Source: an optimization exercise on an open RTL-to-GDS flow (aim: small area). Production flows keep margins and buffers that such runs may drop. In this exercise RTL edits were held to simulation tests only and were not proved equivalent to the original. No activity file was given, so power comes from the tool's default toggle rates.

==> flow/design.v (excerpt) <==
module twiddle_rom #(
    parameter DATA_WIDTH = 12,
    parameter ADDR_WIDTH = 8
)(
    input  wire                      clk,
    input  wire [ADDR_WIDTH-1:0]     addr_forward,
    input  wire [ADDR_WIDTH-1:0]     addr_backward,
    input  wire [6:0]                addr_pwm,
    output wire [DATA_WIDTH-1:0]     data_forward,
    output wire [DATA_WIDTH-1:0]     data_backward,
    output wire [DATA_WIDTH-1:0]     data_pwm
);
Size: about 900 cells after synthesis.
==> flow/config.mk <==
export PLATFORM = sky130hd
export DESIGN_NAME = twiddle_rom
export DESIGN_NICKNAME = twiddle_rom
export VERILOG_FILES = /design/flow/design.v
export SDC_FILE = /design/flow/constraint.sdc
export NUM_CORES = 4
export LEC_CHECK = 0
export ABC_AREA = 1
export CAP_MARGIN = 20
export CORE_MARGIN = 2
export CORE_UTILIZATION = 55
export GPL_TIMING_DRIVEN = 0
export SETUP_SLACK_MARGIN = 0.05
export SLEW_MARGIN = 20
==> flow/constraint.sdc <==
create_clock -name core_clock -period 5.0 [get_ports {clk}]
set_input_delay 1.0000 -clock core_clock [delete_from_list [all_inputs] [get_ports {clk}]]
set_output_delay 1.0000 -clock core_clock [all_outputs]
set_load 0.01 [all_outputs]
standard.sh (not shown) runs the stock make flow with config.mk's settings and CLKGATE_MAP_FILE= SYNTH_SCRIPT=/design/flow/synth_recipe.tcl, a recipe that flattens the netlist after the stock synthesis.
==> flow/flow/run.sh <==
#!/bin/bash
# Own flow: the standard layout (standard.sh) with these changes:
#  1. Yosys's ABC call maps the logic with flow/abc_map.script (strash; dch; map -D 1500)
#     instead of ORFS's script, which also buffers and resizes; OpenROAD repairs timing later.
#  2. ADDER_MAP_FILE is empty, so synthesis does not extract half/full adders ahead of ABC.
#  3. Port buffers are sky130_fd_sc_hd__buf_1 (every port still gets one).
# Everything else, including the synthesis script itself, is the standard flow's.
set -euo pipefail
W=$(pwd)
{
  echo "proc abc {args} {"
  echo "  set i [lsearch -exact \$args -script]"
  echo "  if {\$i >= 0} { lset args [expr {\$i + 1}] $W/flow/abc_map.script }"
  echo "  yosys abc {*}\$args"
  echo "}"
  cat "$W/synth_recipe.tcl"
} > "$W/flow_synth.tcl"
bash "$W/standard.sh" "SYNTH_SCRIPT=$W/flow_synth.tcl" "ADDER_MAP_FILE=" \
  "BUFFER_PORTS_ARGS=-buffer_cell sky130_fd_sc_hd__buf_1" finish > "$W/orfs_make.log" 2>&1
==> flow/flow/abc_map.script <==
strash
dch
map -D 1500
topo
The first run produced a clean layout.
Change:
Settings changed: CORE_UTILIZATION 55 to 40.
What happened:
- The new run finished with timing, DRC and antenna clean
- die area grows by about 36%
- synthesized area is unchanged
- via count shrinks by about 2.6%
- setup slack gains 0.053 ns
- power rises by about 6.6%
- worst hold slack gains 0.025 ns
- count of clock-buffer cells in the layout grows by 1
- design area went up by about 2%
- clock power increases by 38%
- routed wire length grows by about 10%


Another version of the RTL of twiddle_rom (not shown whole).
Size: roughly 23 flip-flops, roughly 0.0047 mm2 of cells after synthesis.
// twiddle_rom
module twiddle_rom #(
    parameter DATA_WIDTH = 12,
    parameter ADDR_WIDTH = 8
)(
    input  wire                      clk,
    input  wire [ADDR_WIDTH-1:0]     addr_forward,
    input  wire [ADDR_WIDTH-1:0]     addr_backward,
    input  wire [6:0]                addr_pwm,
    output wire [DATA_WIDTH-1:0]     data_forward,
    output wire [DATA_WIDTH-1:0]     data_backward,
    output wire [DATA_WIDTH-1:0]     data_pwm
);
export LEC_CHECK = 0
export ABC_AREA = 1
export CAP_MARGIN = 20
export CORE_MARGIN = 2
export CORE_UTILIZATION = 45
export GPL_TIMING_DRIVEN = 0
export SETUP_SLACK_MARGIN = 0.05
export SLEW_MARGIN = 20
create_clock -name core_clock -period 5.0 [get_ports {clk}]
Scripts as last shown in full above: flow/flow/run.sh, flow/flow/abc_map.script
Edit:
Settings changed: CORE_UTILIZATION 45 to 55.
Outcome: Hold slack is better by 15 ps; worst setup slack is better by 77 ps; synthesized cell count is unchanged; combinational power fell by about 1%; cell area fell by 1.2%; die area fell by about 18%; utilization rose by 11 points.
Edit:
Settings changed: CTS_BUF_LIST set to sky130_fd_sc_hd__clkbuf_4.
The new run finished with timing, DRC and antenna clean.
Setup slack gets better by 26 ps.
Routed wire length stays flat.
Sequential power stays flat.
Power fell by about 2.5%.
Utilization rises by 0.11 points.
Clock power went down by 23%.
Cell area hardly moves.
Combinational power is about the same.
Hold slack is worse by 65 ps.
Sequential cell count is unchanged.


== the previous run ==
Another version of the RTL of twiddle_rom (not shown whole).
For scale: roughly 930 cells after synthesis, roughly 23 flip-flops, about 60 I/O pins, roughly 5300 sq um of cells after synthesis.
clock: 5.0 ns
lec_check: 0
abc_area: 1
cap_margin: 20
core_margin: 2
core_utilization: 40
slew_margin: 20
==> flow/flow/run.sh <==
#!/bin/bash
# Own flow: the standard layout (standard.sh) with two changes:
#  1. Yosys's ABC call maps the logic for area (abc_map.script: strash; dch; map -a) instead
#     of ORFS's script, which also buffers and resizes; OpenROAD repairs timing later.
#  2. Port buffers are sky130_fd_sc_hd__buf_1 (every port still gets one).
# Everything else, including the synthesis script itself, is the standard flow's.
set -euo pipefail
W=$(pwd)
{
  echo "proc abc {args} {"
  echo "  set i [lsearch -exact \$args -script]"
  echo "  if {\$i >= 0} { lset args [expr {\$i + 1}] $W/flow/abc_map.script }"
  echo "  yosys abc {*}\$args"
  echo "}"
  cat "$W/synth_recipe.tcl"
} > "$W/flow_synth.tcl"
bash "$W/standard.sh" "SYNTH_SCRIPT=$W/flow_synth.tcl" \
  "BUFFER_PORTS_ARGS=-buffer_cell sky130_fd_sc_hd__buf_1" finish > "$W/orfs_make.log" 2>&1
==> flow/flow/abc_map.script <==
strash
dch
map -a
topo
The final layout from the previous run, which completed every stage, passed the timing, DRC and antenna checks at the end of the flow.
[inputs] the current run vs the previous run
Settings: swapping 40 for 25 in CORE_UTILIZATION.
==> flow/run.sh (new file) <==
#!/bin/bash
# synth_recipe.tcl (not shown) runs the flow's synth.tcl, then flattens the netlist and writes it again
# the make line also repeats each setting of config.mk as NAME=value (left out here)
make -C /OpenROAD-flow-scripts/flow DESIGN_CONFIG=/design/flow/config.mk WORK_HOME=/design/flow/orfs CLKGATE_MAP_FILE= SYNTH_SCRIPT=/design/flow/synth_recipe.tcl finish
removed: flow/flow/run.sh
removed: flow/flow/abc_map.script
removed: flow/standard.sh
Findings:
The current run completed end to end with timing, DRC and antenna clean.
Row fraction of final layout cells sized beyond drive strength 1: the current run lower / the previous run higher
Comparing the current run and the previous run, the lower worst path setup slack after routing was measured on the previous run.
Run comparison: the previous run most common cell after layout, fill and taps aside sky130_fd_sc_hd__nor2_1; the current run most common cell after layout, fill and taps aside sky130_fd_sc_hd__nand2_1
Diff the previous run -> the current run: die footprint went up by 72%; synthesized instance count went up by about 14%; wire length per cell went down by about 6.4%; worst-case headroom to the max-slew limit went up by 4.8 points.

[separate check: timing with driven ports]
Ports are ideal in the flow. The routed layouts listed here were re-timed in OpenROAD.
Step 1, drivers: a clkbuf_16 drives clk and a buf_2 each remaining input, both assumed.
Step 2 times the ports against the registers' clock, not the clock port: input delays grow and output delays shrink by t, the midpoint of the rising clock arrivals with the driver on.
Slacks: ideal / step 1 / step 2; pairs: ideal / step 1.
run | shift t [ns] | setup WS [ns] | hold WS [ns] | latest minus earliest clock arrival (ns) | worst register clock-pin slew, ns
the first run of note 1 | 0.303 | 0.169 / 0.137 / 0.440 | 0.799 / 0.789 / 1.092 | 0.019 / 0.019 | 0.11 / 0.11
the second run of note 1 | 0.293 | 0.222 / 0.185 / 0.478 | 0.824 / 0.812 / 1.106 | 0.011 / 0.011 | 0.07 / 0.07
the first run of note 2 | 0.301 | 0.114 / 0.085 / 0.386 | 0.805 / 0.798 / 1.099 | 0.008 / 0.008 | 0.09 / 0.09
the second run of note 2 | 0.289 | 0.191 / 0.163 / 0.453 | 0.820 / 0.816 / 1.105 | 0.001 / 0.001 | 0.08 / 0.08
the third run of note 2 | 0.344 | 0.217 / 0.195 / 0.538 | 0.755 / 0.757 / 1.101 | 0.003 / 0.003 | 0.12 / 0.12
the previous run | 0.299 | 0.252 / 0.218 / 0.517 | 0.815 / 0.811 / 1.110 | 0.014 / 0.014 | 0.08 / 0.08
the current run | 0.315 | 0.408 / 0.363 / 0.677 | 1.159 / 1.138 / 1.453 | 0.006 / 0.007 | 0.08 / 0.08
After both steps setup and hold are still met in every run listed.
